From an optimization exercise on the open Yosys and OpenROAD flow, aimed at small area and few clock cycles; shortcuts taken in it are not production practice.
RTL that was checked went through simulation tests only; none was proved equivalent to the original.
No functional check of the RTL was part of run 3.
No activity file was given, so power comes from the tool's default toggle rates.

File: flow/config.mk
export PLATFORM = sky130hd
export DESIGN_NAME = data_pipe_1ton
export DESIGN_NICKNAME = data_pipe_1ton
export VERILOG_FILES = /design/flow/design.v
export SDC_FILE = /design/flow/constraint.sdc
export NUM_CORES = 4
export LEC_CHECK = 0
export CAP_MARGIN = 20
export CORE_MARGIN = 2
export CORE_UTILIZATION = 40
export PLACE_DENSITY = 0.6
export SLEW_MARGIN = 20
File: flow/constraint.sdc
create_clock -name core_clock -period 5.0 [get_ports {clock}]
set_input_delay 1.0000 -clock core_clock [delete_from_list [all_inputs] [get_ports {clock}]]
set_output_delay 1.0000 -clock core_clock [all_outputs]
set_load 0.01 [all_outputs]
File: flow/design.v
`timescale 1ns/1ps
module data_pipe_1ton #(
    parameter   DSIZE   = 8,
    parameter   NSIZE   = 8
)(
    input                           clock,
    input                           rst_n,
    input [DSIZE-1:0]               wr_data,
    input                           wr_vld,
    output logic                    wr_ready,
    input                           wr_align_last,
    output logic[DSIZE*NSIZE-1:0]   rd_data,
    output logic                    rd_vld,
    input                           rd_ready
);
localparam CW = (NSIZE <= 2) ? 1 : (NSIZE <= 4) ? 2 : (NSIZE <= 8) ? 3 : (NSIZE <= 16) ? 4 : (NSIZE <= 32) ? 5 : (NSIZE <= 64) ? 6 : (NSIZE <= 128) ? 7 : 8;
logic [CW-1:0]  cnt;
logic           word_vld;
logic           accept;
logic           last;
assign wr_ready = !word_vld || rd_ready;
assign accept   = wr_vld && wr_ready;
assign last     = (cnt == NSIZE-1);
assign rd_vld   = word_vld;
always @(posedge clock, negedge rst_n) begin
    if (!rst_n) begin
        cnt      <= '0;
        word_vld <= 1'b0;
    end else begin
        if (accept) begin
            if (last || wr_align_last) cnt <= '0;
            else                       cnt <= cnt + 1'b1;
        end
        if (accept && last)  word_vld <= 1'b1;
        else if (rd_ready)   word_vld <= 1'b0;
    end
end
genvar i;
generate
for (i = 0; i < NSIZE; i = i + 1) begin : g_lane
    always @(posedge clock) begin
        if (accept && cnt == i)
            rd_data[DSIZE*(NSIZE-i)-1 -: DSIZE] <= wr_data;
    end
end
endgenerate
endmodule
File: flow/run.sh
#!/bin/bash
# synth_recipe.tcl (not shown) runs the flow's synth.tcl, then flattens the netlist and writes it again
# the make line also repeats each setting of config.mk as NAME=value (left out here)
make -C /OpenROAD-flow-scripts/flow DESIGN_CONFIG=/design/flow/config.mk WORK_HOME=/design/flow/orfs CLKGATE_MAP_FILE= SYNTH_SCRIPT=/design/flow/synth_recipe.tcl finish
==> results of run 1 <==
==> layer usage <==
| layer | part of all wire (%) | global-route usage [%] | vias to the layer above |
|---|---|---|---|
| met2 | 53 | 25.59 | 54 |
| met5 | 0 | 0 | - |
| met3 | 4.6 | 3.295 | 8 |
| met1 | 41 | 17.25 | 577 |
| met4 | 1.7 | 8.621 | 0 |
| li1 | - | - | 559 |
==> through the flow <==
stage / hold slack (ns) / area [um2] / power, W
floorplan: 0.5794 / 2253 / 0.0006993
global placement: 0.5511 / 3102 / 0.0007552
detailed placement: 0.5555 / 3102 / 0.0007587
CTS: 0.5717 / 3311 / 0.001223
global route: 0.5996 / 3311 / 0.001254
finish: 0.5704 / 3311 / 0.001213
==> layout make-up <==
type,instances,area [um2],area share (%)
Sequential cell,68,2022,61.07
Clock inverter,4,73.82,2.230
Multi-Input combinational cell,25,197.7,5.971
Timing Repair Buffer,78,780.7,23.58
Clock buffer,12,135.1,4.082
Inverter,3,11.26,0.3401
Tap cell,72,90.09,2.721
==> report_power, final <==
group	internal, W	switching, W
clock network	0.000281	0.000187
logic	0.0000425	0.0000448
registers	0.000649	0.00000812
==> critical path, delay by kind of cell <==
| family | cells | cell delay (ns) |
|---|---|---|
| simple gates | 1 | 0.15 |
| buf+inv | 2 | 0.99 |
==> final timing paths <==
path                               start     endpoint  cells after the start
worst max-delay path            rd_ready     wr_ready                      3
worst min-delay path            word_vld     word_vld                      2
worst max register to register  word_vld  rd_data[50]                      3
worst min register to register  word_vld     word_vld                      2
max in group asynchronous          rst_n       cnt[0]                      1
min in group asynchronous          rst_n       cnt[1]                      1
==> kinds of logic after synthesis <==
| logic type | Yosys count | synth area share, % |
|---|---|---|
| AOI/OAI and AO/OA | 3 | 0.6661 |
| adders and majority gates | 6 | 3.331 |
| buffers and inverters | 5 | 1.499 |
| DFF | 68 | 89.73 |
| and+or+nand+nor | 16 | 4.775 |
==> flip-flops by register name, indices dropped and copies added (netlist names) <==
| name | count |
|---|---|
| rd_data | 64 |
| word_vld | 1 |
| cnt | 3 |
==> placed cells by master, fill, tap and decap left out, types with 3 or more instances in the layout <==
| cell type | count |
|---|---|
| clkdlybuf4s50_1 | 78 |
| dfrtp_1 | 4 |
| edfxtp_1 | 64 |
| clkbuf_1 | 3 |
| and3_1 | 6 |
| o21ai_0 | 3 |
| ha_1 | 6 |
| inv_1 | 3 |
| clkbuf_8 | 9 |
==> impl_results.html, run 1 <==
<table>
<tr><th>Metric</th><th>Value</th></tr>
<tr><th colspan="2">Clock network</th></tr>
<tr><td>Post-CTS setup-driven buffer insertion count</td><td>0</td></tr>
<tr><td>CTS tree</td><td>yes</td></tr>
<tr><td>Number of sinks driven by the clock tree</td><td>68</td></tr>
<tr><td>H-tree levels</td><td>3</td></tr>
<tr><td>Worst-Skew Late Latency</td><td>0.33 ns</td></tr>
<tr><td>Number of cells upsized or downsized after cts</td><td>0</td></tr>
<tr><td>Hold-fix buffers, CTS</td><td>0</td></tr>
<tr><td>Clock Tree Buf Depth</td><td>2</td></tr>
<tr><td>Clock edge transition at the registers on the reported setup and hold paths</td><td>0.06 ns</td></tr>
<tr><td>CTS Root Buffer Type</td><td>clkbuf_8</td></tr>
<tr><td>Num CTS Buffers</td><td>9</td></tr>
<tr><th colspan="2">Detailed routing</th></tr>
<tr><td>Routed wire per std cell</td><td>17.46 um</td></tr>
<tr><td>Via total after detailed routing</td><td>1198</td></tr>
<tr><td>Drt initial violations</td><td>48</td></tr>
<tr><td>Total DRC errors in the routed layout</td><td>0</td></tr>
<tr><td>Total routed wirelength</td><td>4575 um</td></tr>
<tr><td>Remaining antenna violation count after routing</td><td>0</td></tr>
<tr><td>Iteration count of the initial detailed-routing pass</td><td>4</td></tr>
<tr><td>Per-cell via count in the routed design</td><td>4.573</td></tr>
<tr><th colspan="2">Synth</th></tr>
<tr><td>Largest cells by area after synthesis</td><td>edfxtp_1 (85%), dfrtp_1 (4.4%), ha_1 (3.3%), and3_1 (1.7%), buf_6 (1.0%)</td></tr>
<tr><td>Top cells by count, synth</td><td>edfxtp_1 (64), and3_1 (6), ha_1 (6), dfrtp_1 (4)</td></tr>
<tr><td>Net count of the mapped netlist</td><td>117</td></tr>
<tr><td>YS warnings</td><td>1</td></tr>
<tr><td>Portion of the post-synthesis area used by sequential elements</td><td>89.73%</td></tr>
<tr><td>Cell area after technology mapping</td><td>0.002253 mm2</td></tr>
<tr><td>Prevailing post-synth register cell</td><td>edfxtp_1</td></tr>
<tr><td>Gate count of the mapped netlist</td><td>98</td></tr>
<tr><td>Share of the synthesized area in the top cell type</td><td>85.29%</td></tr>
<tr><td>Number of enable flip-flop cells after synthesis</td><td>64</td></tr>
<tr><td>Post-synthesis average cell area</td><td>22.99 um2</td></tr>
<tr><td>Post-synth cell types</td><td>14</td></tr>
<tr><td>Cell type with the largest total area after synthesis</td><td>edfxtp_1</td></tr>
<tr><td>Post-synthesis register bit count</td><td>68</td></tr>
<tr><td>Proportion of synthesized flip-flops having asynchronous set or reset</td><td>5.882%</td></tr>
<tr><td>Leading cell type by number of instances after synthesis</td><td>edfxtp_1</td></tr>
<tr><th colspan="2">Setup path</th></tr>
<tr><td>Crit path max-delay cell type</td><td>clkdlybuf4s50_1</td></tr>
<tr><td>Critical Path Most Common Cell</td><td>clkdlybuf4s50_1</td></tr>
<tr><td>Critical path start-end classification</td><td>in -&gt; out</td></tr>
<tr><td>Delay of the slowest cell on the worst path</td><td>0.54 ns</td></tr>
<tr><td>Startpoint class of the critical path</td><td>primary input</td></tr>
<tr><td>Required @ worst endpoint</td><td>4.00 ns</td></tr>
<tr><td>Type of element capturing the critical path</td><td>primary output</td></tr>
<tr><td>Reg-to-reg setup timing slack</td><td>3.45 ns</td></tr>
<tr><td>Crit-path max FO</td><td>8</td></tr>
<tr><td>Arrival time of data at the critical path endpoint</td><td>2.14 ns</td></tr>
<tr><td>Cell breakdown of the critical path</td><td>clkdlybuf4s50_1, nand2b_4, clkdlybuf4s50_1</td></tr>
<tr><th colspan="2">Timing</th></tr>
<tr><td>Total count of hold-check failures in the final report</td><td>0</td></tr>
<tr><td>Setup TNS</td><td>0 ns</td></tr>
<tr><td>Transition time at the pin with the least slew margin</td><td>0.4973 ns</td></tr>
<tr><td>Smallest setup slack after layout</td><td>1.856 ns</td></tr>
<tr><td>Max Fclk</td><td>0.3181 GHz</td></tr>
<tr><td>Final count of pins violating max slew</td><td>0</td></tr>
<tr><td>Final worst path period share</td><td>62.87%</td></tr>
<tr><td>Setup-violating endpoint count in the final report</td><td>0</td></tr>
<tr><td>Setup repair after global routing missed its margin</td><td>false</td></tr>
<tr><td>Final critical path time including I/O delays and setup</td><td>3.144 ns</td></tr>
<tr><td>Max-slew headroom at the worst pin</td><td>66.85%</td></tr>
<tr><td>Post-route clock skew</td><td>0.005694 ns</td></tr>
<tr><th colspan="2">Worst hold path</th></tr>
<tr><td>Worst Hold Class</td><td>reg -&gt; reg</td></tr>
<tr><th colspan="2">Placed design</th></tr>
<tr><td>Number of placed cells counting well taps</td><td>246</td></tr>
<tr><td>Placement-stage worst setup slack</td><td>1.862 ns</td></tr>
<tr><td>Count of buffers from port buffering</td><td>78</td></tr>
<tr><td>Global placement routability congestion</td><td>0.7917</td></tr>
<tr><td>Estimated wirelength of the detail-placed design</td><td>3201 um</td></tr>
<tr><th colspan="2">Floorplan</th></tr>
<tr><td>DIE HEIGHT</td><td>79.06 um</td></tr>
<tr><td>Top-level port count</td><td>79</td></tr>
<tr><td>Die area</td><td>0.006250 mm2</td></tr>
<tr><td>Starting density of the core</td><td>41.18%</td></tr>
<tr><td>Placement Rows</td><td>27</td></tr>
<tr><td>Die X-Extent</td><td>79.06 um</td></tr>
<tr><td>Core Region</td><td>0.005473 mm2</td></tr>
<tr><th colspan="2">Power</th></tr>
<tr><td>Peak supply drop</td><td>0.0002357 V</td></tr>
<tr><td>Leakage power</td><td>1.175 nW</td></tr>
<tr><td>Power density normalized to cell area</td><td>366.4 mW/mm2</td></tr>
<tr><th colspan="2">Run status</th></tr>
<tr><td>Status</td><td>no timing/DRC/antenna violations</td></tr>
<tr><th colspan="2">Job</th></tr>
<tr><td>Max-cap violations</td><td>0</td></tr>
<tr><th colspan="2">Cells and area</th></tr>
<tr><td>FILL cells</td><td>407</td></tr>
<tr><td>Post-layout instance count excluding filler cells</td><td>262</td></tr>
<tr><td>Net total in the final layout</td><td>204</td></tr>
<tr><td>Share of final-layout standard cells stronger than drive strength 1</td><td>8.947%</td></tr>
<tr><td>Area growth, synth to finish</td><td>46.92%</td></tr>
<tr><td>Final Core Density</td><td>60.49%</td></tr>
<tr><td>Final antenna diode count</td><td>0</td></tr>
<tr><th colspan="2">GRT</th></tr>
<tr><td>Total global routing track utilization</td><td>14.93%</td></tr>
<tr><td>Initial antenna violation count</td><td>0</td></tr>
<tr><td>First-pass GRT wire length</td><td>6499 um</td></tr>
<tr><td>Largest net degree at the start of global routing</td><td>12</td></tr>
<tr><td>Vias in the first global route</td><td>1192</td></tr>
<tr><td>Leftover overflow at the end of global routing</td><td>0</td></tr>
</table>
Testbench counts, summed over its fixed seeds: cycles 25,608.
==> run 2: changes to the inputs <==
==> flow/flow/run.sh (new file) <==
#!/bin/bash
# Standard ORFS layout, with smaller port buffers and a lighter clock tree.
export BUFFER_PORTS_ARGS="-buffer_cell sky130_fd_sc_hd__buf_1"
export CTS_ARGS="-sink_clustering_enable -repair_clock_nets -dont_use_dummy_load -buf_list sky130_fd_sc_hd__clkbuf_4 -root_buf sky130_fd_sc_hd__clkbuf_4 -sink_clustering_size 20"
bash standard.sh finish > standard.log 2>&1
==> flow/standard.sh (new file) <==
#!/bin/bash
# synth_recipe.tcl (not shown) runs the flow's synth.tcl, then flattens the netlist and writes it again
# the make line also repeats each setting of config.mk as NAME=value (left out here)
make -C /OpenROAD-flow-scripts/flow DESIGN_CONFIG=/design/flow/config.mk WORK_HOME=/design/flow/orfs CLKGATE_MAP_FILE= SYNTH_SCRIPT=/design/flow/synth_recipe.tcl "${@:-finish}"
--- a/flow/config.mk
+++ b/flow/config.mk
@@ -9,4 +9,4 @@
 export CORE_MARGIN = 2
-export CORE_UTILIZATION = 40
-export PLACE_DENSITY = 0.6
+export CORE_UTILIZATION = 70
+export PLACE_DENSITY = 0.8
 export SLEW_MARGIN = 20
removed: flow/run.sh
==> run 2 against run 1 <==
Still clean. Combinational power shrank 32%. Hold slack got worse by 0.11 ns. Sequential power about the same. Sequential share of layout area rose by 15 points. Cell count decreased by 13%. Non-clock buffer count is the same. Clock power decreased by 52%. Register-to-register slack improved by 0.04 ns. Final area down 20%. Largest power group unchanged.
==> impl_results.html, run 2 <==
<table>
<tr><th>Metric</th><th>Value</th></tr>
<tr><th colspan="2">Run status</th></tr>
<tr><td>Status</td><td>no timing/DRC/antenna violations</td></tr>
<tr><th colspan="2">Clock network</th></tr>
<tr><td>Post-CTS setup-driven buffer insertion count</td><td>0 (unchanged)</td></tr>
<tr><td>Hold-fix buffers, CTS</td><td>0 (unchanged)</td></tr>
<tr><td>Clock edge transition at the registers on the reported setup and hold paths</td><td>0.07 ns (about the same)</td></tr>
<tr><td>CTS tree</td><td>yes</td></tr>
<tr><td>Number of cells upsized or downsized after cts</td><td>0 (unchanged)</td></tr>
<tr><td>CTS Root Buffer Type</td><td>clkbuf_4</td></tr>
<tr><td>Number of sinks driven by the clock tree</td><td>68 (unchanged)</td></tr>
<tr><td>Clock Tree Buf Depth</td><td>2 (unchanged)</td></tr>
<tr><td>Worst-Skew Late Latency</td><td>0.37 ns (+0.04 ns)</td></tr>
<tr><td>H-tree levels</td><td>3 (unchanged)</td></tr>
<tr><td>Num CTS Buffers</td><td>9 (unchanged)</td></tr>
<tr><th colspan="2">Synth</th></tr>
<tr><td>Post-synthesis average cell area</td><td>22.99 um2 (unchanged)</td></tr>
<tr><td>Number of enable flip-flop cells after synthesis</td><td>64 (unchanged)</td></tr>
<tr><td>Share of the synthesized area in the top cell type</td><td>85.29% (unchanged)</td></tr>
<tr><td>Post-synth cell types</td><td>14 (unchanged)</td></tr>
<tr><td>Largest cells by area after synthesis</td><td>edfxtp_1 (85%), dfrtp_1 (4.4%), ha_1 (3.3%), and3_1 (1.7%), buf_6 (1.0%)</td></tr>
<tr><td>Cell type with the largest total area after synthesis</td><td>edfxtp_1</td></tr>
<tr><td>Top cells by count, synth</td><td>edfxtp_1 (64), and3_1 (6), ha_1 (6), dfrtp_1 (4)</td></tr>
<tr><td>Leading cell type by number of instances after synthesis</td><td>edfxtp_1</td></tr>
<tr><td>YS warnings</td><td>1 (unchanged)</td></tr>
<tr><td>Gate count of the mapped netlist</td><td>98 (unchanged)</td></tr>
<tr><td>Post-synthesis register bit count</td><td>68 (unchanged)</td></tr>
<tr><td>Cell area after technology mapping</td><td>0.002253 mm2 (unchanged)</td></tr>
<tr><td>Proportion of synthesized flip-flops having asynchronous set or reset</td><td>5.882% (unchanged)</td></tr>
<tr><td>Portion of the post-synthesis area used by sequential elements</td><td>89.73% (unchanged)</td></tr>
<tr><td>Prevailing post-synth register cell</td><td>edfxtp_1</td></tr>
<tr><td>Net count of the mapped netlist</td><td>117 (unchanged)</td></tr>
<tr><th colspan="2">Floorplan</th></tr>
<tr><td>Placement Rows</td><td>20 (-26%)</td></tr>
<tr><td>DIE HEIGHT</td><td>60.74 um (-23%)</td></tr>
<tr><td>Top-level port count</td><td>79 (unchanged)</td></tr>
<tr><td>Die area</td><td>0.003689 mm2 (-41%)</td></tr>
<tr><td>Starting density of the core</td><td>73.81% (+33 points)</td></tr>
<tr><td>Core Region</td><td>0.003053 mm2 (-44%)</td></tr>
<tr><td>Die X-Extent</td><td>60.74 um (-23%)</td></tr>
<tr><th colspan="2">Cells and area</th></tr>
<tr><td>Post-layout instance count excluding filler cells</td><td>227 (-13%)</td></tr>
<tr><td>Area growth, synth to finish</td><td>17.43%</td></tr>
<tr><td>Net total in the final layout</td><td>204 (unchanged)</td></tr>
<tr><td>Final antenna diode count</td><td>0 (unchanged)</td></tr>
<tr><td>Register with the highest flop count</td><td>rd_data</td></tr>
<tr><td>Most common cell after layout, fill and taps aside</td><td>buf_1</td></tr>
<tr><td>Largest registers</td><td>rd_data x64, cnt x3, word_vld x1</td></tr>
<tr><td>Share of final-layout standard cells stronger than drive strength 1</td><td>7.104% (-1.8 points)</td></tr>
<tr><td>Number of flip-flops in the largest register</td><td>64 (unchanged)</td></tr>
<tr><td>Leading cell types in the layout, fill and taps excluded</td><td>buf_1 (78), edfxtp_1 (64), clkbuf_4 (9)</td></tr>
<tr><td>Final Core Density</td><td>86.68% (+26 points)</td></tr>
<tr><th colspan="2">GRT</th></tr>
<tr><td>Vias in the first global route</td><td>1053 (-12%)</td></tr>
<tr><td>Initial antenna violation count</td><td>0 (unchanged)</td></tr>
<tr><td>Most crowded layer after global routing</td><td>met2</td></tr>
<tr><td>Leftover overflow at the end of global routing</td><td>0 (unchanged)</td></tr>
<tr><td>Total global routing track utilization</td><td>22.70% (+7.8 points)</td></tr>
<tr><td>Largest net degree at the start of global routing</td><td>11 (-1)</td></tr>
<tr><td>Met1 Resource Use GR</td><td>29.31% (+12 points)</td></tr>
<tr><td>First-pass GRT wire length</td><td>5306 um (-18%)</td></tr>
<tr><td>Met2 track demand over resource</td><td>33.79% (+8.2 points)</td></tr>
<tr><td>Met3 GRT Util</td><td>10.87% (+7.6 points)</td></tr>
<tr><th colspan="2">Timing</th></tr>
<tr><td>Setup TNS</td><td>0 ns (unchanged)</td></tr>
<tr><td>Max Fclk</td><td>0.4213 GHz (+32%)</td></tr>
<tr><td>Post-route clock skew</td><td>0.02323 ns (+0.01754 ns)</td></tr>
<tr><td>Transition time at the pin with the least slew margin</td><td>0.4426 ns (-0.05462 ns)</td></tr>
<tr><td>Final worst path period share</td><td>47.48% (-15 points)</td></tr>
<tr><td>Final critical path time including I/O delays and setup</td><td>2.374 ns (-0.7698 ns)</td></tr>
<tr><td>Final count of pins violating max slew</td><td>0 (unchanged)</td></tr>
<tr><td>Setup repair after global routing missed its margin</td><td>false</td></tr>
<tr><td>Setup-violating endpoint count in the final report</td><td>0 (unchanged)</td></tr>
<tr><td>Max-slew headroom at the worst pin</td><td>70.49% (+3.6 points)</td></tr>
<tr><td>Total count of hold-check failures in the final report</td><td>0 (unchanged)</td></tr>
<tr><th colspan="2">Job</th></tr>
<tr><td>Max-cap violations</td><td>0 (unchanged)</td></tr>
<tr><th colspan="2">Placed design</th></tr>
<tr><td>Number of placed cells counting well taps</td><td>218 (-11%)</td></tr>
<tr><td>Estimated wirelength of the detail-placed design</td><td>2551 um (-20%)</td></tr>
<tr><td>Count of buffers from port buffering</td><td>78 (unchanged)</td></tr>
<tr><td>Global placement routability congestion</td><td>0.7589 (-4.1%)</td></tr>
<tr><th colspan="2">Detailed routing</th></tr>
<tr><td>Via total after detailed routing</td><td>1184 (-1.2%)</td></tr>
<tr><td>Total DRC errors in the routed layout</td><td>0 (unchanged)</td></tr>
<tr><td>Iteration count of the initial detailed-routing pass</td><td>4 (unchanged)</td></tr>
<tr><td>Remaining antenna violation count after routing</td><td>0 (unchanged)</td></tr>
<tr><td>Per-cell via count in the routed design</td><td>5.216 (+14%)</td></tr>
<tr><td>Total routed wirelength</td><td>3729 um (-18%)</td></tr>
<tr><td>Routed wire per std cell</td><td>16.43 um (-5.9%)</td></tr>
<tr><td>Drt initial violations</td><td>82 (+71%)</td></tr>
<tr><th colspan="2">Setup path</th></tr>
<tr><td>Worst reg2reg startpoint</td><td>cnt[0]</td></tr>
<tr><td>Critical path start-end classification</td><td>in -&gt; out</td></tr>
<tr><td>Startpoint class of the critical path</td><td>primary input</td></tr>
<tr><td>Required @ worst endpoint</td><td>4.00 ns (about the same)</td></tr>
<tr><td>Type of element capturing the critical path</td><td>primary output</td></tr>
<tr><td>Critical register-to-register path endpoint</td><td>rd_data[45]</td></tr>
<tr><td>Depth of the worst register-to-register path</td><td>3 (unchanged)</td></tr>
<tr><td>Crit-path max FO</td><td>8 (unchanged)</td></tr>
<tr><td>Reg-to-reg setup timing slack</td><td>3.49 ns (+0.04 ns)</td></tr>
<tr><td>Arrival time of data at the critical path endpoint</td><td>1.37 ns (-0.77 ns)</td></tr>
<tr><th colspan="2">Worst hold path</th></tr>
<tr><td>Worst Hold Class</td><td>in -&gt; async</td></tr>
<tr><th colspan="2">Power</th></tr>
<tr><td>Peak supply drop</td><td>0.0002483 V (+5.3%)</td></tr>
<tr><td>Power density normalized to cell area</td><td>355.5 mW/mm2 (-3.0%)</td></tr>
<tr><td>Leakage power</td><td>0.8990 nW (-24%)</td></tr>
</table>
## run 2: through the flow
stage	setup slack (ns)	power [W]	hold slack (ns)	instance area, um2
2_1_floorplan	2.758	0.0006993	0.5794	2253
3_3_place_gp	2.632	0.0007267	0.5378	2579
3_5_place_dp	2.631	0.0007293	0.5615	2579
4_1_cts	2.630	0.0009474	0.4375	2646
5_1_grt	2.580	0.0009824	0.4132	2646
6_report	2.626	0.0009406	0.4615	2646
## run 2: worst max path at each step
stage / startpoint / to / slack [ns] / cells after the start
after floorplan: rd_ready / wr_ready / 2.76 / 2
after global placement: rd_ready / wr_ready / 2.63 / 3
after detailed placement: rd_ready / wr_ready / 2.63 / 3
after CTS: rd_ready / wr_ready / 2.63 / 3
after global routing: rd_ready / wr_ready / 2.58 / 3
final: rd_ready / wr_ready / 2.63 / 3
## run 2: per-layer routing
layer | wire length (um) | vias to the layer above
li1 | - | 554
met1 | 1561 | 566
met2 | 1806 | 57
met3 | 306 | 7
met4 | 55 | 0
met5 | 0 | -
## run 2: kinds of logic (layout without fill, tap and decap cells)
group	count (synthesis)	count (layout)	share of synthesized area, %
buf+inv	5	90	1.499
compound gates	3	3	0.6661
simple gates	16	16	4.775
fa+ha+maj	6	6	3.331
flops	68	68	89.73
## run 2: layout make-up
type	instances	area [um2]
clock buffers	9	67.56
fillers	148	406.6
inverters	3	11.26
multi-input cells	25	197.7
flip-flops and latches	68	2022
well taps	44	55.05
repair buffers	78	292.8
## run 2: report_power, final
| part | total, W | internal (W) | leakage [nW] | switching (W) |
|---|---|---|---|---|
| registers | 0.000657 | 0.000649 | 0.635 | 0.00000831 |
| clock network | 0.000224 | 0.0000836 | 0.0414 | 0.000141 |
| logic | 0.0000596 | 0.0000164 | 0.223 | 0.0000432 |
## run 2: worst max-delay path, cell delays in order
cell	delay (ns)
buf_1	0.06
nand2b_4	0.15
buf_1	0.16
==> run 3: changes to the inputs <==
--- a/flow/design.v
+++ b/flow/design.v
@@ -16,3 +16,3 @@
 localparam CW = (NSIZE <= 2) ? 1 : (NSIZE <= 4) ? 2 : (NSIZE <= 8) ? 3 : (NSIZE <= 16) ? 4 : (NSIZE <= 32) ? 5 : (NSIZE <= 64) ? 6 : (NSIZE <= 128) ? 7 : 8;
-logic [CW-1:0]  cnt;
+logic [CW-1:0]  cnt;         
 logic           word_vld;
@@ -20,5 +20,5 @@
 logic           last;
+assign last     = (cnt == NSIZE-1);
 assign wr_ready = !word_vld || rd_ready;
 assign accept   = wr_vld && wr_ready;
-assign last     = (cnt == NSIZE-1);
 assign rd_vld   = word_vld;
@@ -37,11 +37,6 @@
 end
-genvar i;
-generate
-for (i = 0; i < NSIZE; i = i + 1) begin : g_lane
-    always @(posedge clock) begin
-        if (accept && cnt == i)
-            rd_data[DSIZE*(NSIZE-i)-1 -: DSIZE] <= wr_data;
-    end
+always @(posedge clock) begin
+    if (accept)
+        rd_data <= {rd_data[DSIZE*(NSIZE-1)-1:0], wr_data};
 end
-endgenerate
 endmodule
--- a/flow/config.mk
+++ b/flow/config.mk
@@ -8,4 +8,4 @@
 export CAP_MARGIN = 20
-export CORE_MARGIN = 2
-export CORE_UTILIZATION = 70
+export CORE_AREA = 2 2 60 60
+export DIE_AREA = 0 0 62 62
 export PLACE_DENSITY = 0.8
==> run 3 against run 2 <==
Still clean. Clock power is essentially flat. Sequential power increased by 4.3%. Power up 4.0%. Setup slack lost 0.039 ns. Highest routed layer unchanged.
==> impl_results.html, run 3 <==
<table>
<tr><th>Metric</th><th>Value</th></tr>
<tr><th colspan="2">Floorplan</th></tr>
<tr><td>DIE HEIGHT</td><td>62 um (+2.1%)</td></tr>
<tr><td>Die X-Extent</td><td>62 um (+2.1%)</td></tr>
<tr><td>Top-level port count</td><td>79 (unchanged)</td></tr>
<tr><td>Starting density of the core</td><td>65.41% (-8.4 points)</td></tr>
<tr><td>Placement Rows</td><td>21 (+5.0%)</td></tr>
<tr><td>Die area</td><td>0.003844 mm2 (+4.2%)</td></tr>
<tr><td>Core Region</td><td>0.003284 mm2 (+7.6%)</td></tr>
<tr><th colspan="2">Worst hold path</th></tr>
<tr><td>Endpoint of the worst hold path</td><td>rd_data[57]</td></tr>
<tr><td>Hold_sp</td><td>rd_data[49]</td></tr>
<tr><td>Worst hold path stage count</td><td>0</td></tr>
<tr><td>Worst Hold Class</td><td>reg -&gt; reg</td></tr>
<tr><th colspan="2">GRT</th></tr>
<tr><td>Largest net degree at the start of global routing</td><td>65 (+54)</td></tr>
<tr><td>Vias in the first global route</td><td>939 (-11%)</td></tr>
<tr><td>First-pass GRT wire length</td><td>4160 um (-22%)</td></tr>
<tr><td>Total global routing track utilization</td><td>16.70% (-6.0 points)</td></tr>
<tr><td>Initial antenna violation count</td><td>0 (unchanged)</td></tr>
<tr><td>Leftover overflow at the end of global routing</td><td>0 (unchanged)</td></tr>
<tr><th colspan="2">Clock network</th></tr>
<tr><td>Clock Tree Buf Depth</td><td>2 (unchanged)</td></tr>
<tr><td>Hold-fix buffers, CTS</td><td>0 (unchanged)</td></tr>
<tr><td>H-tree levels</td><td>3 (unchanged)</td></tr>
<tr><td>Worst-Skew Late Latency</td><td>0.37 ns (about the same)</td></tr>
<tr><td>Num CTS Buffers</td><td>9 (unchanged)</td></tr>
<tr><td>Clock edge transition at the registers on the reported setup and hold paths</td><td>0.09 ns (+0.02 ns)</td></tr>
<tr><td>CTS Root Buffer Type</td><td>clkbuf_4</td></tr>
<tr><td>Number of sinks driven by the clock tree</td><td>68 (unchanged)</td></tr>
<tr><td>CTS tree</td><td>yes</td></tr>
<tr><td>Number of cells upsized or downsized after cts</td><td>0 (unchanged)</td></tr>
<tr><td>Post-CTS setup-driven buffer insertion count</td><td>0 (unchanged)</td></tr>
<tr><th colspan="2">Cells and area</th></tr>
<tr><td>FILL cells</td><td>187 (+26%)</td></tr>
<tr><td>Net total in the final layout</td><td>185 (-9.3%)</td></tr>
<tr><td>Final antenna diode count</td><td>0 (unchanged)</td></tr>
<tr><td>Combined area of the multi-input logic cells</td><td>122.6 um2 (-38%)</td></tr>
<tr><td>Area growth, synth to finish</td><td>19.57%</td></tr>
<tr><td>FF+latch area</td><td>0.002022 mm2 (unchanged)</td></tr>
<tr><td>Number of flip-flops in the largest register</td><td>64 (unchanged)</td></tr>
<tr><td>Leading cell types in the layout, fill and taps excluded</td><td>buf_1 (78), edfxtp_1 (64), clkbuf_4 (9)</td></tr>
<tr><td>Most common cell after layout, fill and taps aside</td><td>buf_1</td></tr>
<tr><td>Share of final-layout standard cells stronger than drive strength 1</td><td>8.929% (+1.8 points)</td></tr>
<tr><td>Layout Cell Area excl Fill</td><td>0.002569 mm2 (-2.9%)</td></tr>
<tr><td>Register with the highest flop count</td><td>rd_data</td></tr>
<tr><td>Largest registers</td><td>rd_data x64, cnt x3, word_vld x1</td></tr>
<tr><th colspan="2">Synth</th></tr>
<tr><td>Prevailing post-synth register cell</td><td>edfxtp_1</td></tr>
<tr><td>Post-Synth Adder-Cell Area</td><td>1.165% (-2.2 points)</td></tr>
<tr><td>Post-synth cell types</td><td>10 (-4)</td></tr>
<tr><td>Top cells by count, synth</td><td>edfxtp_1 (64), dfrtp_1 (4), mux2_4 (3)</td></tr>
<tr><td>Share of the synthesized area in the top cell type</td><td>89.46% (+4.2 points)</td></tr>
<tr><td>Cell area after technology mapping</td><td>0.002148 mm2 (-4.7%)</td></tr>
<tr><td>Number of enable flip-flop cells after synthesis</td><td>64 (unchanged)</td></tr>
<tr><td>Simple-gate share of the synthesized area</td><td>2.446% (-2.3 points)</td></tr>
<tr><td>Portion of the post-synthesis area used by sequential elements</td><td>94.12% (+4.4 points)</td></tr>
<tr><td>Share of the synthesized area in compound gates (AO/OA/AOI/OAI)</td><td>0% (-0.67 points)</td></tr>
<tr><td>Cell type with the largest total area after synthesis</td><td>edfxtp_1</td></tr>
<tr><td>Proportion of synthesized flip-flops having asynchronous set or reset</td><td>5.882% (unchanged)</td></tr>
<tr><td>Portion of netlist area occupied by mux cells</td><td>2.097% (+2.1 points)</td></tr>
<tr><td>Largest cells by area after synthesis</td><td>edfxtp_1 (89%), dfrtp_1 (4.7%), mux2_4 (2.1%), ha_1 (1.2%), nor3b_1 (0.70%)</td></tr>
<tr><td>Gate count of the mapped netlist</td><td>81 (-17%)</td></tr>
<tr><td>Xor and xnor fraction of the mapped netlist area</td><td>0% (unchanged)</td></tr>
<tr><td>Main combinational cell family by area after synthesis</td><td>simple AND/OR/NAND/NOR gates</td></tr>
<tr><td>Post-synthesis register bit count</td><td>68 (unchanged)</td></tr>
<tr><td>YS warnings</td><td>1 (unchanged)</td></tr>
<tr><td>Post-synthesis average cell area</td><td>26.52 um2 (+15%)</td></tr>
<tr><td>Net count of the mapped netlist</td><td>96 (-18%)</td></tr>
<tr><td>Leading cell type by number of instances after synthesis</td><td>edfxtp_1</td></tr>
<tr><th colspan="2">Timing</th></tr>
<tr><td>Max-slew headroom at the worst pin</td><td>52.35% (-18 points)</td></tr>
<tr><td>Final critical path time including I/O delays and setup</td><td>2.413 ns (+0.03935 ns)</td></tr>
<tr><td>Final worst path period share</td><td>48.26% (+0.79 points)</td></tr>
<tr><td>Final count of pins violating max slew</td><td>0 (unchanged)</td></tr>
<tr><td>Setup TNS</td><td>0 ns (unchanged)</td></tr>
<tr><td>Setup repair after global routing missed its margin</td><td>false</td></tr>
<tr><td>Total count of hold-check failures in the final report</td><td>0 (unchanged)</td></tr>
<tr><td>Max Fclk</td><td>0.4144 GHz (-1.6%)</td></tr>
<tr><td>Transition time at the pin with the least slew margin</td><td>0.7147 ns (+0.2721 ns)</td></tr>
<tr><td>Post-route clock skew</td><td>0.02775 ns (+0.004523 ns)</td></tr>
<tr><td>Setup-violating endpoint count in the final report</td><td>0 (unchanged)</td></tr>
<tr><th colspan="2">Setup path</th></tr>
<tr><td>Worst path top cell family by delay</td><td>buffers and inverters</td></tr>
<tr><td>Startpoint class of the critical path</td><td>primary input</td></tr>
<tr><td>Worst reg2reg startpoint</td><td>word_vld</td></tr>
<tr><td>Cell breakdown of the critical path</td><td>buf_1, nand2b_4, buf_1</td></tr>
<tr><td>Crit path max-delay cell type</td><td>buf_1</td></tr>
<tr><td>Crit-path max FO</td><td>3 (-5)</td></tr>
<tr><td>Reg-to-reg setup timing slack</td><td>3.46 ns (-0.03 ns)</td></tr>
<tr><td>Arrival time of data at the critical path endpoint</td><td>1.41 ns (+0.04 ns)</td></tr>
<tr><td>Critical register-to-register path endpoint</td><td>rd_data[62]</td></tr>
<tr><td>Critical path start-end classification</td><td>in -&gt; out</td></tr>
<tr><td>Type of element capturing the critical path</td><td>primary output</td></tr>
<tr><td>Required @ worst endpoint</td><td>4.00 ns (about the same)</td></tr>
<tr><td>Delay of the slowest cell on the worst path</td><td>0.16 ns (about the same)</td></tr>
<tr><td>Number of buffers and inverters on the critical path</td><td>2 (unchanged)</td></tr>
<tr><td>Critical Path Most Common Cell</td><td>buf_1</td></tr>
<tr><td>Depth of the worst register-to-register path</td><td>3 (unchanged)</td></tr>
<tr><th colspan="2">Detailed routing</th></tr>
<tr><td>Via total after detailed routing</td><td>1061 (-10%)</td></tr>
<tr><td>Drt initial violations</td><td>49 (-40%)</td></tr>
<tr><td>Total DRC errors in the routed layout</td><td>0 (unchanged)</td></tr>
<tr><td>Iteration count of the initial detailed-routing pass</td><td>4 (unchanged)</td></tr>
<tr><td>Per-cell via count in the routed design</td><td>4.958 (-4.9%)</td></tr>
<tr><td>Total routed wirelength</td><td>3063 um (-18%)</td></tr>
<tr><td>Remaining antenna violation count after routing</td><td>0 (unchanged)</td></tr>
<tr><td>Routed wire per std cell</td><td>14.31 um (-13%)</td></tr>
<tr><th colspan="2">Power</th></tr>
<tr><td>Power density normalized to cell area</td><td>380.7 mW/mm2 (+7.1%)</td></tr>
<tr><td>Peak supply drop</td><td>0.0002523 V (+1.6%)</td></tr>
<tr><td>Leakage power</td><td>0.8857 nW (-1.5%)</td></tr>
<tr><th colspan="2">Placed design</th></tr>
<tr><td>Standard cell area after detailed placement</td><td>0.002501 mm2 (-3.0%)</td></tr>
<tr><td>Global placement routability congestion</td><td>0.8043 (+6.0%)</td></tr>
<tr><td>Count of buffers from port buffering</td><td>78 (unchanged)</td></tr>
<tr><td>Estimated wirelength of the detail-placed design</td><td>2207 um (-13%)</td></tr>
<tr><th colspan="2">Job</th></tr>
<tr><td>Max-cap violations</td><td>0 (unchanged)</td></tr>
<tr><th colspan="2">Run status</th></tr>
<tr><td>Status</td><td>no timing/DRC/antenna violations</td></tr>
</table>
-- run 3: where the power goes --
group          internal [W]  switching, W  leakage [nW]
clock network     0.0000836      0.000142        0.0414
registers          0.000666     0.0000186         0.680
logic             0.0000251     0.0000427         0.165
-- run 3: layer usage --
layer | global-route usage [%] | share of wire (%) | vias to the layer above
li1 | - | - | 494
met1 | 19.03 | 39 | 497
met2 | 24.11 | 50 | 61
met3 | 7.453 | 8.6 | 9
met4 | 13.98 | 2.8 | 0
met5 | 0 | 0 | -
-- run 3: per-stage QoR --
step                      setup slack (ns)  total power [W]  utilization, %  std cells  hold slack, ns
after floorplan                      2.111        0.0007319               -         81          0.4856
after global placement               2.452        0.0007604           76.08        205          0.4271
after detailed placement             2.594        0.0007667           76.15        205          0.4326
after CTS                            2.582        0.0009903           78.21        214          0.4124
after global routing                 2.555         0.001021           78.21        214          0.4196
final                                2.587        0.0009779           78.21        214          0.4228
-- run 3: worst max path at each step --
stage	to	depth (start not counted)	slack, ns	startpoint
2_1_floorplan	rd_data[0]	3	2.11	rd_ready
3_3_place_gp	rd_data[48]	4	2.45	rd_ready
3_5_place_dp	wr_ready	3	2.59	rd_ready
4_1_cts	wr_ready	3	2.58	rd_ready
5_1_grt	wr_ready	3	2.56	rd_ready
6_report	wr_ready	3	2.59	rd_ready
-- run 3: kinds of logic after synthesis --
group	after synthesis
buf+inv	1
mux	3
fa+ha+maj	2
simple gates	7
flops	68
-- run 3: cell type report --
class / instances / area share (%)
sequential: 68 / 78.71
timing repair buffer: 78 / 11.40
multi-input combinational: 12 / 4.774
clock buffer: 9 / 2.630
tap: 46 / 2.241
inverter: 1 / 0.2435
==> run 4: changes to the inputs <==
==> flow/design.v (replaced) <==
`timescale 1ns/1ps
module data_pipe_1ton #(
    parameter   DSIZE   = 8,
    parameter   NSIZE   = 8
)(
    input                           clock,
    input                           rst_n,
    input [DSIZE-1:0]               wr_data,
    input                           wr_vld,
    output logic                    wr_ready,
    input                           wr_align_last,
    output logic[DSIZE*NSIZE-1:0]   rd_data,
    output logic                    rd_vld,
    input                           rd_ready
);
localparam CW = (NSIZE <= 2) ? 1 : (NSIZE <= 4) ? 2 : (NSIZE <= 8) ? 3 : (NSIZE <= 16) ? 4 : (NSIZE <= 32) ? 5 : (NSIZE <= 64) ? 6 : (NSIZE <= 128) ? 7 : 8;
logic [CW-1:0]                  cnt;
logic [DSIZE*(NSIZE-1)-1:0]     sr;
logic                           accept;
logic                           last;
assign last     = (cnt == NSIZE-1);
assign wr_ready = !last || rd_ready;
assign accept   = wr_vld && wr_ready;
assign rd_vld   = wr_vld && rd_ready && last;
assign rd_data  = {sr, wr_data};
always @(posedge clock, negedge rst_n) begin
    if (!rst_n)
        cnt <= '0;
    else if (accept) begin
        if (last || wr_align_last) cnt <= '0;
        else                       cnt <= cnt + 1'b1;
    end
end
always @(posedge clock) begin
    if (accept)
        sr <= {sr[DSIZE*(NSIZE-2)-1:0], wr_data};
end
endmodule
--- a/flow/flow/run.sh
+++ b/flow/flow/run.sh
@@ -2,2 +2,3 @@
 # Standard ORFS layout, with smaller port buffers and a lighter clock tree.
+cp standard.sh standard_sh_copy.log 2>/dev/null
 export BUFFER_PORTS_ARGS="-buffer_cell sky130_fd_sc_hd__buf_1"
--- a/flow/config.mk
+++ b/flow/config.mk
@@ -8,4 +8,4 @@
 export CAP_MARGIN = 20
-export CORE_AREA = 2 2 60 60
-export DIE_AREA = 0 0 62 62
+export CORE_MARGIN = 2
+export CORE_UTILIZATION = 70
 export PLACE_DENSITY = 0.8
==> run 4 against run 3 <==
Sequential cell count is 9 lower. Maximum frequency is 5.5% lower. First-iteration DRC count is 24% lower. Die area is 18% lower. Core utilization is 11 points higher. Final area is 12% lower. Critical path type is now reg -> out. Still clean. Power is 11% lower. Register-to-register slack worse by 0.66 ns. Sequential share of layout area is 0.71 points lower. Routed wire length is 18% higher. Critical endpoint is now rd_vld. Clock power is 4% lower. Critical path depth is 1 higher.
==> impl_results.html, run 4 <==
<table>
<tr><th>Metric</th><th>Value</th></tr>
<tr><th colspan="2">Run status</th></tr>
<tr><td>Status</td><td>no timing/DRC/antenna violations</td></tr>
<tr><th colspan="2">Synth</th></tr>
<tr><td>Share of the synthesized area in the top cell type</td><td>87.90% (-1.6 points)</td></tr>
<tr><td>Gate count of the mapped netlist</td><td>77 (-4.9%)</td></tr>
<tr><td>Proportion of synthesized flip-flops having asynchronous set or reset</td><td>5.085% (-0.80 points)</td></tr>
<tr><td>Post-synthesis register bit count</td><td>59 (-13%)</td></tr>
<tr><td>YS warnings</td><td>1 (unchanged)</td></tr>
<tr><td>Net count of the mapped netlist</td><td>92 (-4.2%)</td></tr>
<tr><td>Portion of the post-synthesis area used by sequential elements</td><td>91.82% (-2.3 points)</td></tr>
<tr><td>Post-synthesis average cell area</td><td>24.85 um2 (-6.3%)</td></tr>
<tr><td>Top cells by count, synth</td><td>edfxtp_1 (56), buf_4 (8), dfrtp_1 (3), a22o_1 (2), ha_1 (2)</td></tr>
<tr><td>Largest cells by area after synthesis</td><td>edfxtp_1 (88%), dfrtp_1 (3.9%), buf_4 (3.1%), ha_1 (1.3%), a22o_1 (0.92%)</td></tr>
<tr><td>Cell area after technology mapping</td><td>0.001913 mm2 (-11%)</td></tr>
<tr><td>Prevailing post-synth register cell</td><td>edfxtp_1</td></tr>
<tr><td>Number of enable flip-flop cells after synthesis</td><td>56 (-13%)</td></tr>
<tr><td>Cell type with the largest total area after synthesis</td><td>edfxtp_1</td></tr>
<tr><td>Leading cell type by number of instances after synthesis</td><td>edfxtp_1</td></tr>
<tr><td>Post-synth cell types</td><td>11 (+1)</td></tr>
<tr><th colspan="2">Placed design</th></tr>
<tr><td>Global placement routability congestion</td><td>0.6465 (-20%)</td></tr>
<tr><td>Count of buffers from port buffering</td><td>78 (unchanged)</td></tr>
<tr><td>Number of placed cells counting well taps</td><td>177 (-14%)</td></tr>
<tr><td>Estimated wirelength of the detail-placed design</td><td>2090 um (-5.3%)</td></tr>
<tr><th colspan="2">Setup path</th></tr>
<tr><td>Critical register-to-register path endpoint</td><td>sr[36]</td></tr>
<tr><td>Depth of the worst register-to-register path</td><td>5 (+2)</td></tr>
<tr><td>Arrival time of data at the critical path endpoint</td><td>1.55 ns (+0.14 ns)</td></tr>
<tr><td>Startpoint class of the critical path</td><td>register</td></tr>
<tr><td>Critical path start-end classification</td><td>reg -&gt; out</td></tr>
<tr><td>Type of element capturing the critical path</td><td>primary output</td></tr>
<tr><td>Worst reg2reg startpoint</td><td>cnt[0]</td></tr>
<tr><td>Cell breakdown of the critical path</td><td>ha_1, ha_1, and3_2, buf_1</td></tr>
<tr><td>Crit path max-delay cell type</td><td>dfrtp_1</td></tr>
<tr><td>Reg-to-reg setup timing slack</td><td>2.80 ns (-0.66 ns)</td></tr>
<tr><td>Critical Path Most Common Cell</td><td>ha_1</td></tr>
<tr><td>Worst path top cell family by delay</td><td>adder cells</td></tr>
<tr><td>Number of buffers and inverters on the critical path</td><td>1 (-1)</td></tr>
<tr><td>Delay of the slowest cell on the worst path</td><td>0.41 ns (+0.25 ns)</td></tr>
<tr><td>Required @ worst endpoint</td><td>4.00 ns (about the same)</td></tr>
<tr><td>Crit-path max FO</td><td>3 (unchanged)</td></tr>
<tr><th colspan="2">Floorplan</th></tr>
<tr><td>Core Region</td><td>0.002522 mm2 (-23%)</td></tr>
<tr><td>Die area</td><td>0.003167 mm2 (-18%)</td></tr>
<tr><td>Placement Rows</td><td>18 (-14%)</td></tr>
<tr><td>Die X-Extent</td><td>56.28 um (-9.2%)</td></tr>
<tr><td>Top-level port count</td><td>79 (unchanged)</td></tr>
<tr><td>Starting density of the core</td><td>75.84% (+10 points)</td></tr>
<tr><td>DIE HEIGHT</td><td>56.28 um (-9.2%)</td></tr>
<tr><th colspan="2">Timing</th></tr>
<tr><td>Transition time at the pin with the least slew margin</td><td>0.8676 ns (+0.1529 ns)</td></tr>
<tr><td>Post-route clock skew</td><td>0.02200 ns (-0.005752 ns)</td></tr>
<tr><td>Total count of hold-check failures in the final report</td><td>0 (unchanged)</td></tr>
<tr><td>Max-slew headroom at the worst pin</td><td>42.09% (-10 points)</td></tr>
<tr><td>Setup-violating endpoint count in the final report</td><td>0 (unchanged)</td></tr>
<tr><td>Final worst path period share</td><td>51.08% (+2.8 points)</td></tr>
<tr><td>Final critical path time including I/O delays and setup</td><td>2.554 ns (+0.1408 ns)</td></tr>
<tr><td>Setup repair after global routing missed its margin</td><td>false</td></tr>
<tr><td>Worst hold slack</td><td>0.4448 ns (+0.02200 ns)</td></tr>
<tr><td>Setup TNS</td><td>0 ns (unchanged)</td></tr>
<tr><td>Final count of pins violating max slew</td><td>0 (unchanged)</td></tr>
<tr><td>Max Fclk</td><td>0.3915 GHz (-5.5%)</td></tr>
<tr><th colspan="2">GRT</th></tr>
<tr><td>Vias in the first global route</td><td>1048 (+12%)</td></tr>
<tr><td>Largest net degree at the start of global routing</td><td>57 (-12%)</td></tr>
<tr><td>Total global routing track utilization</td><td>24.94% (+8.2 points)</td></tr>
<tr><td>Initial antenna violation count</td><td>0 (unchanged)</td></tr>
<tr><td>First-pass GRT wire length</td><td>5423 um (+30%)</td></tr>
<tr><td>Leftover overflow at the end of global routing</td><td>0 (unchanged)</td></tr>
<tr><th colspan="2">Detailed routing</th></tr>
<tr><td>Drt initial violations</td><td>37 (-24%)</td></tr>
<tr><td>Via total after detailed routing</td><td>1047 (-1.3%)</td></tr>
<tr><td>Total DRC errors in the routed layout</td><td>0 (unchanged)</td></tr>
<tr><td>Per-cell via count in the routed design</td><td>5.629 (+14%)</td></tr>
<tr><td>Total routed wirelength</td><td>3629 um (+18%)</td></tr>
<tr><td>Routed wire per std cell</td><td>19.51 um (+36%)</td></tr>
<tr><td>Iteration count of the initial detailed-routing pass</td><td>4 (unchanged)</td></tr>
<tr><td>Remaining antenna violation count after routing</td><td>0 (unchanged)</td></tr>
<tr><th colspan="2">Power</th></tr>
<tr><td>Combinational group share of total power</td><td>7.0% (about the same)</td></tr>
<tr><td>Sw frac</td><td>22.15% (+1.4 points)</td></tr>
<tr><td>Leakage power</td><td>0.7752 nW (-12%)</td></tr>
<tr><td>Internal power</td><td>0.0006805 W (-12%)</td></tr>
<tr><td>Power density normalized to cell area</td><td>388.1 mW/mm2 (+2.0%)</td></tr>
<tr><td>Peak supply drop</td><td>0.0003042 V (+21%)</td></tr>
<tr><td>Share of total power in sequential cells</td><td>68.2% (-1.8 points)</td></tr>
<tr><td>Net load switching power</td><td>0.0001937 W (-4.8%)</td></tr>
<tr><td>Proportion of power drawn by the clock network</td><td>24.9% (+1.8 points)</td></tr>
<tr><td>Post-route total power</td><td>0.0008741 W (-11%)</td></tr>
<tr><th colspan="2">Clock network</th></tr>
<tr><td>Number of cells upsized or downsized after cts</td><td>0 (unchanged)</td></tr>
<tr><td>CTS Root Buffer Type</td><td>clkbuf_4</td></tr>
<tr><td>Clock edge transition at the registers on the reported setup and hold paths</td><td>0.07 ns (-0.02 ns)</td></tr>
<tr><td>Worst-Skew Late Latency</td><td>0.37 ns (about the same)</td></tr>
<tr><td>Hold-fix buffers, CTS</td><td>0 (unchanged)</td></tr>
<tr><td>Post-CTS setup-driven buffer insertion count</td><td>0 (unchanged)</td></tr>
<tr><td>CTS tree</td><td>yes</td></tr>
<tr><td>Clock Tree Buf Depth</td><td>2 (unchanged)</td></tr>
<tr><td>Number of sinks driven by the clock tree</td><td>59 (-13%)</td></tr>
<tr><td>H-tree levels</td><td>3 (unchanged)</td></tr>
<tr><td>Num CTS Buffers</td><td>9 (unchanged)</td></tr>
<tr><th colspan="2">Worst hold path</th></tr>
<tr><td>Worst Hold Class</td><td>in -&gt; async</td></tr>
<tr><th colspan="2">Cells and area</th></tr>
<tr><td>Number of flip-flops in the largest register</td><td>56 (-13%)</td></tr>
<tr><td>Final antenna diode count</td><td>0 (unchanged)</td></tr>
<tr><td>Leading cell types in the layout, fill and taps excluded</td><td>buf_1 (78), edfxtp_1 (56), clkbuf_4 (9)</td></tr>
<tr><td>Final Core Density</td><td>89.29% (+11 points)</td></tr>
<tr><td>Net total in the final layout</td><td>173 (-6.5%)</td></tr>
<tr><td>Most common cell after layout, fill and taps aside</td><td>buf_1</td></tr>
<tr><td>Area growth, synth to finish</td><td>17.72%</td></tr>
<tr><td>Share of final-layout standard cells stronger than drive strength 1</td><td>9.615% (+0.69 points)</td></tr>
<tr><td>FILL cells</td><td>86 (-54%)</td></tr>
<tr><td>Register with the highest flop count</td><td>sr</td></tr>
<tr><td>Post-layout instance count excluding filler cells</td><td>186 (-13%)</td></tr>
<tr><td>Largest registers</td><td>sr x56, cnt x3</td></tr>
<tr><th colspan="2">Job</th></tr>
<tr><td>Max-cap violations</td><td>0 (unchanged)</td></tr>
</table>
[run 4: cell types whose count changed in the layout (fill, tap and decap cells not counted), moves of 2 or more]
cell	previous run	this run
a22o_1	0	2
nand2_1	2	0
mux2_4	3	1
nor3b_1	2	0
edfxtp_1	64	56
[run 4: how the worst max path moves through the flow]
stage               startpoint     end  slack [ns]  depth (start not counted)
floorplan             rd_ready   sr[0]        2.27                          3
global placement      rd_ready   sr[3]        2.57                          4
detailed placement    rd_ready   sr[5]        2.50                          4
CTS                     cnt[0]  rd_vld        2.42                          4
global route            cnt[0]  rd_vld        2.37                          4
finish                  cnt[0]  rd_vld        2.45                          4
[run 4: worst register-to-register path, delay by kind of cell, from the launching register on]
kind	cells	cell delay [ns]
adder cells (fa/ha/maj)	2	0.41
buffers and inverters	1	0.68
flip-flops	1	0.39
AND/OR/NAND/NOR	2	0.20
[run 4: metal layers]
metal / vias up / track usage [%] / wire length, um
met1: 497 / 28.72 / 1303
li1: 452 / - / -
met4: 0 / 15.99 / 116
met5: - / 0 / 0
met2: 86 / 40.50 / 1832
met3: 12 / 7.834 / 376
[run 4: cell families (layout without fill, tap and decap cells)]
logic type | Yosys count | in the layout | share of synthesized area, %
DFF | 59 | 59 | 91.82
buffers and inverters | 9 | 88 | 3.335
and+or+nand+nor | 4 | 4 | 1.832
adders and majority gates | 2 | 2 | 1.308
AOI/OAI and AO/OA | 2 | 2 | 0.9158
muxes | 1 | 1 | 0.7846
[run 4: area by class of cell]
cell class	instances	area [um2]	share of cell area (%)
Timing Repair Buffer	78	292.8	13.00
Clock buffer	9	67.56	3.000
Tap cell	30	37.54	1.667
Multi-Input combinational cell	9	92.59	4.111
Sequential cell	59	1757	78.00
Inverter	1	5.005	0.2222
[run 4: metrics by stage]
step	setup WS, ns	area [um2]
floorplan	2.273	1913
detailed placement	2.505	2183
finish	2.446	2252
global route	2.372	2252
global placement	2.573	2183
CTS	2.419	2251
[run 4: power by group through the flow]
| stage | logic (W) | registers [W] | clock network (W) |
|---|---|---|---|
| after global placement | 0.0000570 | 0.000601 | 0 |
| after CTS | 0.0000616 | 0.000596 | 0.000223 |
| after floorplan | 0.0000191 | 0.000616 | 0 |
| after global routing | 0.0000661 | 0.000599 | 0.000244 |
| final | 0.0000611 | 0.000596 | 0.000217 |
| after detailed placement | 0.0000595 | 0.000605 | 0 |
Testbench counts of run 4, summed over its fixed seeds: cycles 25,600.
==> run 5: changes to the inputs <==
--- a/flow/flow/run.sh
+++ b/flow/flow/run.sh
@@ -2,3 +2,2 @@
 # Standard ORFS layout, with smaller port buffers and a lighter clock tree.
-cp standard.sh standard_sh_copy.log 2>/dev/null
 export BUFFER_PORTS_ARGS="-buffer_cell sky130_fd_sc_hd__buf_1"
--- a/flow/config.mk
+++ b/flow/config.mk
@@ -8,4 +8,4 @@
 export CAP_MARGIN = 20
-export CORE_MARGIN = 2
-export CORE_UTILIZATION = 70
+export CORE_AREA = 2 2 60 60
+export DIE_AREA = 0 0 62 62
 export PLACE_DENSITY = 0.8
==> run 5 against run 4 <==
Power down 1.6%. Maximum frequency rose by 0.51%. Sequential share of layout area decreased by 0.69 points. Setup slack improved by 0.013 ns. Global-route usage down 10 points. Critical path depth did not move. Hold slack got worse by 0.0039 ns. Sequential power is essentially flat. Largest cell class unchanged. Die area rose by 21%. Routed wire length fell by 25%.
==> impl_results.html, run 5 <==
<table>
<tr><th>Metric</th><th>Value</th></tr>
<tr><th colspan="2">Run status</th></tr>
<tr><td>Status</td><td>no timing/DRC/antenna violations</td></tr>
<tr><th colspan="2">Timing</th></tr>
<tr><td>Transition time at the pin with the least slew margin</td><td>0.8573 ns (-0.01035 ns)</td></tr>
<tr><td>Total count of hold-check failures in the final report</td><td>0 (unchanged)</td></tr>
<tr><td>Setup-violating endpoint count in the final report</td><td>0 (unchanged)</td></tr>
<tr><td>Setup TNS</td><td>0 ns (unchanged)</td></tr>
<tr><td>Max Fclk</td><td>0.3935 GHz (+0.51%)</td></tr>
<tr><td>Final worst path period share</td><td>50.82% (-0.26 points)</td></tr>
<tr><td>Final count of pins violating max slew</td><td>0 (unchanged)</td></tr>
<tr><td>Max-slew headroom at the worst pin</td><td>42.78% (+0.69 points)</td></tr>
<tr><td>Setup repair after global routing missed its margin</td><td>false</td></tr>
<tr><td>Final critical path time including I/O delays and setup</td><td>2.541 ns (-0.01292 ns)</td></tr>
<tr><td>Post-route clock skew</td><td>0.01914 ns (-0.002863 ns)</td></tr>
<tr><td>Worst hold slack</td><td>0.4409 ns (-0.003852 ns)</td></tr>
<tr><th colspan="2">Worst hold path</th></tr>
<tr><td>Worst Hold Class</td><td>in -&gt; async</td></tr>
<tr><th colspan="2">Job</th></tr>
<tr><td>Max-cap violations</td><td>0 (unchanged)</td></tr>
<tr><th colspan="2">Floorplan</th></tr>
<tr><td>Top-level port count</td><td>79 (unchanged)</td></tr>
<tr><td>Placement Rows</td><td>21 (+3)</td></tr>
<tr><td>Die area</td><td>0.003844 mm2 (+21%)</td></tr>
<tr><td>Die X-Extent</td><td>62 um (+10%)</td></tr>
<tr><td>Core Region</td><td>0.003284 mm2 (+30%)</td></tr>
<tr><td>DIE HEIGHT</td><td>62 um (+10%)</td></tr>
<tr><td>Starting density of the core</td><td>58.25% (-18 points)</td></tr>
<tr><th colspan="2">Cells and area</th></tr>
<tr><td>Largest registers</td><td>sr x56, cnt x3</td></tr>
<tr><td>Register with the highest flop count</td><td>sr</td></tr>
<tr><td>Most common cell after layout, fill and taps aside</td><td>buf_1</td></tr>
<tr><td>Final antenna diode count</td><td>0 (unchanged)</td></tr>
<tr><td>FILL cells</td><td>237 (+180%)</td></tr>
<tr><td>Net total in the final layout</td><td>173 (unchanged)</td></tr>
<tr><td>Share of final-layout standard cells stronger than drive strength 1</td><td>9.615% (unchanged)</td></tr>
<tr><td>Area growth, synth to finish</td><td>18.77%</td></tr>
<tr><td>Post-layout instance count excluding filler cells</td><td>202 (+8.6%)</td></tr>
<tr><td>FF+latch area</td><td>0.001757 mm2 (unchanged)</td></tr>
<tr><td>Number of flip-flops in the largest register</td><td>56 (unchanged)</td></tr>
<tr><td>Combined area of the multi-input logic cells</td><td>92.59 um2 (unchanged)</td></tr>
<tr><td>Leading cell types in the layout, fill and taps excluded</td><td>buf_1 (78), edfxtp_1 (56), clkbuf_4 (9)</td></tr>
<tr><th colspan="2">Detailed routing</th></tr>
<tr><td>Total DRC errors in the routed layout</td><td>0 (unchanged)</td></tr>
<tr><td>Per-cell via count in the routed design</td><td>4.802 (-15%)</td></tr>
<tr><td>Iteration count of the initial detailed-routing pass</td><td>4 (unchanged)</td></tr>
<tr><td>Total routed wirelength</td><td>2720 um (-25%)</td></tr>
<tr><td>Routed wire per std cell</td><td>13.47 um (-31%)</td></tr>
<tr><td>Via total after detailed routing</td><td>970 (-7.4%)</td></tr>
<tr><td>Remaining antenna violation count after routing</td><td>0 (unchanged)</td></tr>
<tr><td>Drt initial violations</td><td>38 (+2.7%)</td></tr>
<tr><th colspan="2">Placed design</th></tr>
<tr><td>Count of buffers from port buffering</td><td>78 (unchanged)</td></tr>
<tr><td>Global placement routability congestion</td><td>0.6595 (+2.0%)</td></tr>
<tr><td>Number of placed cells counting well taps</td><td>193 (+9.0%)</td></tr>
<tr><td>Estimated wirelength of the detail-placed design</td><td>1923 um (-8.0%)</td></tr>
<tr><th colspan="2">Synth</th></tr>
<tr><td>Cell area after technology mapping</td><td>0.001913 mm2 (unchanged)</td></tr>
<tr><td>Share of the synthesized area in the top cell type</td><td>87.90% (unchanged)</td></tr>
<tr><td>Proportion of synthesized flip-flops having asynchronous set or reset</td><td>5.085% (unchanged)</td></tr>
<tr><td>Top cells by count, synth</td><td>edfxtp_1 (56), buf_4 (8), dfrtp_1 (3), a22o_1 (2), ha_1 (2)</td></tr>
<tr><td>Net count of the mapped netlist</td><td>92 (unchanged)</td></tr>
<tr><td>Gate count of the mapped netlist</td><td>77 (unchanged)</td></tr>
<tr><td>Prevailing post-synth register cell</td><td>edfxtp_1</td></tr>
<tr><td>Leading cell type by number of instances after synthesis</td><td>edfxtp_1</td></tr>
<tr><td>Post-synthesis register bit count</td><td>59 (unchanged)</td></tr>
<tr><td>Cell type with the largest total area after synthesis</td><td>edfxtp_1</td></tr>
<tr><td>YS warnings</td><td>1 (unchanged)</td></tr>
<tr><td>Largest cells by area after synthesis</td><td>edfxtp_1 (88%), dfrtp_1 (3.9%), buf_4 (3.1%), ha_1 (1.3%), a22o_1 (0.92%)</td></tr>
<tr><td>Portion of the post-synthesis area used by sequential elements</td><td>91.82% (unchanged)</td></tr>
<tr><td>Number of enable flip-flop cells after synthesis</td><td>56 (unchanged)</td></tr>
<tr><td>Post-synth cell types</td><td>11 (unchanged)</td></tr>
<tr><td>Post-synthesis average cell area</td><td>24.85 um2 (unchanged)</td></tr>
<tr><th colspan="2">Clock network</th></tr>
<tr><td>Num CTS Buffers</td><td>9 (unchanged)</td></tr>
<tr><td>Clock Tree Buf Depth</td><td>2 (unchanged)</td></tr>
<tr><td>Clock edge transition at the registers on the reported setup and hold paths</td><td>0.07 ns (about the same)</td></tr>
<tr><td>H-tree levels</td><td>3 (unchanged)</td></tr>
<tr><td>Number of sinks driven by the clock tree</td><td>59 (unchanged)</td></tr>
<tr><td>CTS tree</td><td>yes</td></tr>
<tr><td>Number of cells upsized or downsized after cts</td><td>0 (unchanged)</td></tr>
<tr><td>Post-CTS setup-driven buffer insertion count</td><td>0 (unchanged)</td></tr>
<tr><td>Hold-fix buffers, CTS</td><td>0 (unchanged)</td></tr>
<tr><td>CTS Root Buffer Type</td><td>clkbuf_4</td></tr>
<tr><td>Worst-Skew Late Latency</td><td>0.36 ns (about the same)</td></tr>
<tr><th colspan="2">GRT</th></tr>
<tr><td>First-pass GRT wire length</td><td>3712 um (-32%)</td></tr>
<tr><td>Leftover overflow at the end of global routing</td><td>0 (unchanged)</td></tr>
<tr><td>Largest net degree at the start of global routing</td><td>57 (unchanged)</td></tr>
<tr><td>Vias in the first global route</td><td>838 (-20%)</td></tr>
<tr><td>Initial antenna violation count</td><td>0 (unchanged)</td></tr>
<tr><td>Total global routing track utilization</td><td>14.89% (-10 points)</td></tr>
<tr><th colspan="2">Setup path</th></tr>
<tr><td>Type of element capturing the critical path</td><td>primary output</td></tr>
<tr><td>Critical path start-end classification</td><td>reg -&gt; out</td></tr>
<tr><td>Startpoint class of the critical path</td><td>register</td></tr>
<tr><td>Crit-path max FO</td><td>3 (unchanged)</td></tr>
<tr><td>Required @ worst endpoint</td><td>4.00 ns (about the same)</td></tr>
<tr><td>Arrival time of data at the critical path endpoint</td><td>1.54 ns (about the same)</td></tr>
<tr><th colspan="2">Power</th></tr>
<tr><td>Leakage power</td><td>0.7752 nW (unchanged)</td></tr>
<tr><td>Peak supply drop</td><td>0.0002480 V (-18%)</td></tr>
<tr><td>Power density normalized to cell area</td><td>378.7 mW/mm2 (-2.4%)</td></tr>
</table>
## run 5: cell counts in the layout (fill, tap and decap cells not counted)
Identical to the previous run, type by type.
## run 5: metrics by stage
stage	instance area [um2]	worst slack (ns)	utilization (%)	total power, W
after global placement	2203	2.557	67.09	0.0006585
after CTS	2271	2.427	69.14	0.0008730
after detailed placement	2203	2.489	67.09	0.0006630
after global routing	2272	2.391	69.18	0.0009040
final	2272	2.459	69.18	0.0008604
after floorplan	1913	2.273	-	0.0006354
## run 5: metal layers
layer / GRT usage (%) / share of wire [%] / vias to the layer above
met1: 16.11 / 39 / 454
met3: 7.453 / 10 / 2
met5: 0 / 0 / -
li1: - / - / 451
met4: 10.94 / 0.74 / 0
met2: 22.47 / 50 / 63
## run 5: kinds of logic (layout without fill, tap and decap cells)
group / count (synthesis) / count (layout) / share of synthesized area (%)
AOI/OAI and AO/OA: 2 / 2 / 0.9158
adders and majority gates: 2 / 2 / 1.308
DFF: 59 / 59 / 91.82
buffers and inverters: 9 / 88 / 3.335
and+or+nand+nor: 4 / 4 / 1.832
muxes: 1 / 1 / 0.7846
## run 5: where the power goes
part / internal [W] / switching, W
combinational: 0.0000184 / 0.0000390
clock: 0.0000836 / 0.000126
sequential: 0.000578 / 0.0000148
total: 0.000680 / 0.000180
## run 5: worst paths after layout
| kind | slack (ns) | cells past startpoint | from | endpoint |
|---|---|---|---|---|
| max | 2.46 | 4 | cnt[0] | rd_vld |
| min in group core_clock | 0.44 | 0 | sr[44] | sr[52] |
| min | 0.44 | 1 | rst_n | cnt[0] |
| max in group asynchronous | 4.40 | 1 | rst_n | cnt[1] |
| max reg2reg | 2.84 | 5 | cnt[0] | sr[44] |
| min reg2reg | 0.44 | 0 | sr[44] | sr[52] |
## run 5: critical path, stage by stage (launching register included)
cell and delay (ns):
dfrtp_1 0.41, ha_1 0.21, ha_1 0.23, and3_2 0.23, buf_1 0.12
## run 5: final cells by class
cell class	count	area share [%]
clock buffers	9	2.974
flip-flops and latches	59	77.31
inverters	1	0.2203
repair buffers	78	12.89
multi-input cells	9	4.075
well taps	46	2.533

re-timing with driven ports:
In the flow no input, the clock included, has a driving cell. The finished layouts below were timed again as built, in two steps.
Step 1 (the two cells are an assumption about what drives the block):
set clk [get_ports {clock}]
set_driving_cell -lib_cell sky130_fd_sc_hd__clkbuf_16 $clk
set_driving_cell -lib_cell sky130_fd_sc_hd__buf_2 [delete_from_list [all_inputs] $clk]
Step 2 also shifts input and output timing later by t, the mid clock arrival at the registers, as if the neighbouring blocks saw the same clock.
Three values: no drivers, after step 1, after step 2; two values: the first two.
run | t, ns | slack for setup (ns) | worst data-port slew with drivers (ns) | pins driven straight from the clock port
run 1 | 0.349 | 1.856 / 1.829 / 1.829 | 0.03 | 1
run 2 | 0.385 | 2.626 / 2.598 / 2.598 | 0.03 | 1
run 3 | 0.376 | 2.587 / 2.534 / 2.534 | 0.05 | 1
run 4 | 0.378 | 2.446 / 2.426 / 2.394 | 0.04 | 1
run 5 | 0.369 | 2.459 / 2.436 / 2.394 | 0.04 | 1
After both steps every run listed still meets setup and hold. For run 5, which loses most, drivers alone change the setup slack by -0.023 ns; drivers and shift together by -0.065 ns.
